From an optimization exercise on the open Yosys and OpenROAD flow, aimed at low power; shortcuts taken in it are not production practice.
The RTL was checked by simulation tests, not by an equivalence proof against the original design.

## pipeline_md5
module pipeline_md5(
    input clk,
    input [63:0] num,
    output reg [127:0] answer,
    output reg [63:0] currnum
    );
function [31:0] add_bk(input [31:0] a, input [31:0] b);
  reg [31:0] G, P, p0; integer i, s;
  begin
    p0 = a ^ b; G = a & b; P = p0;
    for (s = 1; s < 32; s = s * 2)
      for (i = 2 * s - 1; i < 32; i = i + 2 * s) begin
        G[i] = G[i] | (P[i] & G[i - s]); P[i] = P[i] & P[i - s];
      end
    for (s = 8; s >= 1; s = s / 2)
      for (i = 3 * s - 1; i < 32; i = i + 2 * s) begin
        G[i] = G[i] | (P[i] & G[i - s]); P[i] = P[i] & P[i - s];
      end
    add_bk = p0 ^ {G[30:0], 1'b0};
  end
endfunction
function [31:0] add_rc(input [31:0] a, input [31:0] b);
  reg c; integer i; reg [31:0] y;
  begin
    c = 1'b0;
    for (i = 0; i < 32; i = i + 1) begin
      y[i] = a[i] ^ b[i] ^ c;
      c = (a[i] & b[i]) | (a[i] & c) | (b[i] & c);
    end
    add_rc = y;
  end
endfunction
function [31:0] add3_bk(input [31:0] a, input [31:0] b, input [31:0] k);
  begin
    add3_bk = add_bk(a ^ b ^ k, {(a[30:0] & b[30:0]) | (a[30:0] & k[30:0]) | (b[30:0] & k[30:0]), 1'b0});
  end
endfunction
function [31:0] add3_ks(input [31:0] a, input [31:0] b, input [31:0] k);
  begin
  ...
For scale: about 41,000 cells after synthesis, roughly 12,000 flip-flops, roughly 260 I/O pins, ~480,000 um^2 of cells after synthesis.
==> flow/config.mk <==
export PLATFORM = sky130hd
export DESIGN_NAME = pipeline_md5
export DESIGN_NICKNAME = pipeline_md5
export VERILOG_FILES = /design/flow/design.v
export SDC_FILE = /design/flow/constraint.sdc
export NUM_CORES = 8
export LEC_CHECK = 0
export CAP_MARGIN = 20
export CORE_MARGIN = 2
export CORE_UTILIZATION = 40
export SLEW_MARGIN = 20
==> flow/constraint.sdc <==
create_clock -name core_clock -period 9.0 [get_ports {clk}]
set_input_delay 1.8000 -clock core_clock [delete_from_list [all_inputs] [get_ports {clk}]]
set_output_delay 1.8000 -clock core_clock [all_outputs]
set_load 0.01 [all_outputs]
standard.sh (not shown) runs the stock make flow with config.mk's settings and CLKGATE_MAP_FILE= SYNTH_SCRIPT=/design/flow/synth_recipe.tcl, a recipe that flattens the netlist after the stock synthesis.
==> flow/flow/run.sh <==
#!/bin/bash
# The standard layout, with clock tree synthesis told not to add dummy loads
# (the loads only balance the tree, and each one draws clock power) and to
# cluster more flip-flops on each leaf buffer.
set -euo pipefail
export CTS_ARGS="-sink_clustering_enable -repair_clock_nets -dont_use_dummy_load -sink_clustering_size 24 -sink_clustering_max_diameter 50 -buf_list {sky130_fd_sc_hd__clkbuf_16}"
bash standard.sh > standard.log 2>&1
==> next run, changes <==
==> flow/flow/run.sh (replaced) <==
#!/bin/bash
# The standard layout, with clock tree synthesis told not to add dummy loads
# (the loads only balance the tree, and each one draws clock power) and to
# cluster more flip-flops on each leaf buffer.
set -euo pipefail
export CTS_ARGS="-sink_clustering_enable -repair_clock_nets -dont_use_dummy_load -sink_clustering_size 16 -sink_clustering_max_diameter 50 -buf_list {sky130_fd_sc_hd__clkbuf_8}"
bash standard.sh > standard.log 2>&1
Sequential share of layout area came out higher by 1.3 points.
Critical path depth goes up by 2.
Cell area fell by 2.7%.
Setup slack is worse by 33 ps.
Non-clock buffer count is unchanged.
==> next run, changes <==
==> flow/flow/run.sh (replaced) <==
#!/bin/bash
# The standard layout, with clock tree synthesis told not to add dummy loads
# (the loads only balance the tree, and each one draws clock power) and to
# cluster more flip-flops on each leaf buffer; then gates off the critical
# paths are downsized after global routing (RECOVER_POWER).
set -euo pipefail
export CTS_ARGS="-sink_clustering_enable -repair_clock_nets -dont_use_dummy_load -sink_clustering_size 16 -sink_clustering_max_diameter 50 -buf_list {sky130_fd_sc_hd__clkbuf_8}"
export RECOVER_POWER=100
bash standard.sh > standard.log 2>&1
Outcome:
- With this change the flow finished but failed the layout checks on capacitance limit, slew limit
- cell area barely changes
- first-iteration DRC count went down by 0.56%
- synthesized cell count is unchanged
==> next run, changes <==
==> flow/flow/run.sh (replaced) <==
#!/bin/bash
# The standard layout, with clock tree synthesis told not to add dummy loads
# (the loads only balance the tree, and each one draws clock power) and to
# cluster more flip-flops on each leaf buffer.
set -euo pipefail
export CTS_ARGS="-sink_clustering_enable -repair_clock_nets -dont_use_dummy_load -sink_clustering_size 16 -sink_clustering_max_diameter 50 -buf_list {sky130_fd_sc_hd__clkbuf_8}"
bash standard.sh > standard.log 2>&1
- GPL_ROUTABILITY_DRIVEN: default -> 0
- GPL_TIMING_DRIVEN: default -> 0
Now the flow ran to the end with no violations.
Via count is higher by 0.40%.
Non-clock buffer count shrinks by 23.
Clock skew grows by 28 ps.
Critical path depth rose by 4.
Global-route usage is lower by 1.6 points.
Synthesized cell count is unchanged.
Cell area barely changes.
First-iteration DRC count rises by 5.8%.
Cell count is about the same.
Worst hold slack loses 4.2 ps.

== north ==
pipeline_md5 again, from the RTL that the note above started with.
export LEC_CHECK = 0
export CAP_MARGIN = 20
export CORE_MARGIN = 2
export CORE_UTILIZATION = 40
export SLEW_MARGIN = 20
create_clock -name core_clock -period 9.0 [get_ports {clk}]
==> flow/flow/run.sh <==
#!/bin/bash
# The standard layout, with clock tree synthesis told not to add dummy loads
# (the loads only balance the tree, and each one draws clock power) and to
# cluster more flip-flops on each leaf buffer.
set -euo pipefail
export CTS_ARGS="-sink_clustering_enable -repair_clock_nets -dont_use_dummy_load -sink_clustering_size 20 -sink_clustering_max_diameter 50 -buf_list {sky130_fd_sc_hd__clkbuf_8}"
bash standard.sh > standard.log 2>&1
north completed every stage of the flow, and the final layout passed the timing, DRC and antenna checks.
Modified inputs, south compared to north
Settings: putting GPL_TIMING_DRIVEN at 0 where nothing was set; putting PLACE_DENSITY at 0.9 where nothing was set; putting GPL_ROUTABILITY_DRIVEN at 0 where nothing was set.
==> flow/flow/run.sh <==
#!/bin/bash
# The standard layout, with clock tree synthesis told not to add dummy loads
# (the loads only balance the tree, and each one draws clock power) and to
# cluster more flip-flops on each leaf buffer.
set -euo pipefail
export CTS_ARGS="-sink_clustering_enable -repair_clock_nets -dont_use_dummy_load -sink_clustering_size 16 -sink_clustering_max_diameter 50 -buf_list {sky130_fd_sc_hd__clkbuf_8}"
bash standard.sh > standard.log 2>&1
Findings:
south finished all stages; the layout is clean.
Looking at worst setup slack after layout across both flows, south is the weaker of the two, with north ahead.
Looking at critical path startpoint, the c29[0]$_DFF_P_ result is from south; the b3_n[0]$_DFF_P_ one comes from north.
south vs north: worst hold slack down
Diff north -> south | fraction of the cycle the final worst path needs | increase of 4.6 points
TritonCTS sink count came out exactly the same in south and north.
Clock latency reported for the late side of the worst-skew pair in south is 0.11 ns lower than in north
Modified inputs, east compared to south
==> flow/flow/run.sh <==
#!/bin/bash
# The standard layout, with clock tree synthesis told not to add dummy loads
# (the loads only balance the tree, and each one draws clock power) and to
# cluster more flip-flops on each leaf buffer.
set -euo pipefail
export CTS_ARGS="-sink_clustering_enable -repair_clock_nets -dont_use_dummy_load -sink_clustering_size 14 -sink_clustering_max_diameter 50 -buf_list {sky130_fd_sc_hd__clkbuf_8}"
bash standard.sh > standard.log 2>&1
==> comparison <==
- Lower pin slew with the least headroom to its limit goes to east over south.
- east ended with more clock-buffer cell count than south.
- Sequential share of layout area: east vs south — no meaningful difference
- Lower minimum clock period after layout among east and south: east
- Share of the cycle needed by the critical path after routing in east is 0.52 points below south.

separate check: timing with driven ports:
Ports are ideal in the flow. The routed layouts listed here were re-timed in OpenROAD.
Step 1 sets driving cells, clkbuf_16 on the clock port and buf_2 on the other inputs (assumed; they add their load-dependent delay and slew).
Step 2 adds t to the input delays and takes it off the output delays; t is the mean of the earliest and latest rising clock arrival at the registers after step 1. Input paths then give back, and output paths get back, about the clock's delay inside the block.
Slacks: ideal / step 1 / step 2; pairs: ideal / step 1.
run | t (ns) | slack for setup (ns) | clock arrival spread, ns | slew at the worst register clock pin (ns) | worst data-port slew with drivers (ns)
the first run of note 1 | 1.380 | 1.464 / 1.464 / 1.464 | 0.146 / 0.146 | 0.09 / 0.09 | 0.15
the second run of note 1 | 1.585 | 1.431 / 1.431 / 1.431 | 0.161 / 0.161 | 0.10 / 0.10 | 0.18
the third run of note 1 | 1.587 | 0.863 / 0.863 / 0.863 | 0.157 / 0.157 | 0.11 / 0.11 | 0.18
the fourth run of note 1 | 1.544 | 0.934 / 0.934 / 0.934 | 0.210 / 0.210 | 0.10 / 0.10 | 0.09
north | 1.582 | 1.438 / 1.438 / 1.438 | 0.178 / 0.178 | 0.12 / 0.12 | 0.18
south | 1.452 | 1.026 / 1.026 / 1.026 | 0.204 / 0.204 | 0.12 / 0.12 | 0.15
east | 1.444 | 1.073 / 1.073 / 1.073 | 0.282 / 0.281 | 0.10 / 0.10 | 0.15
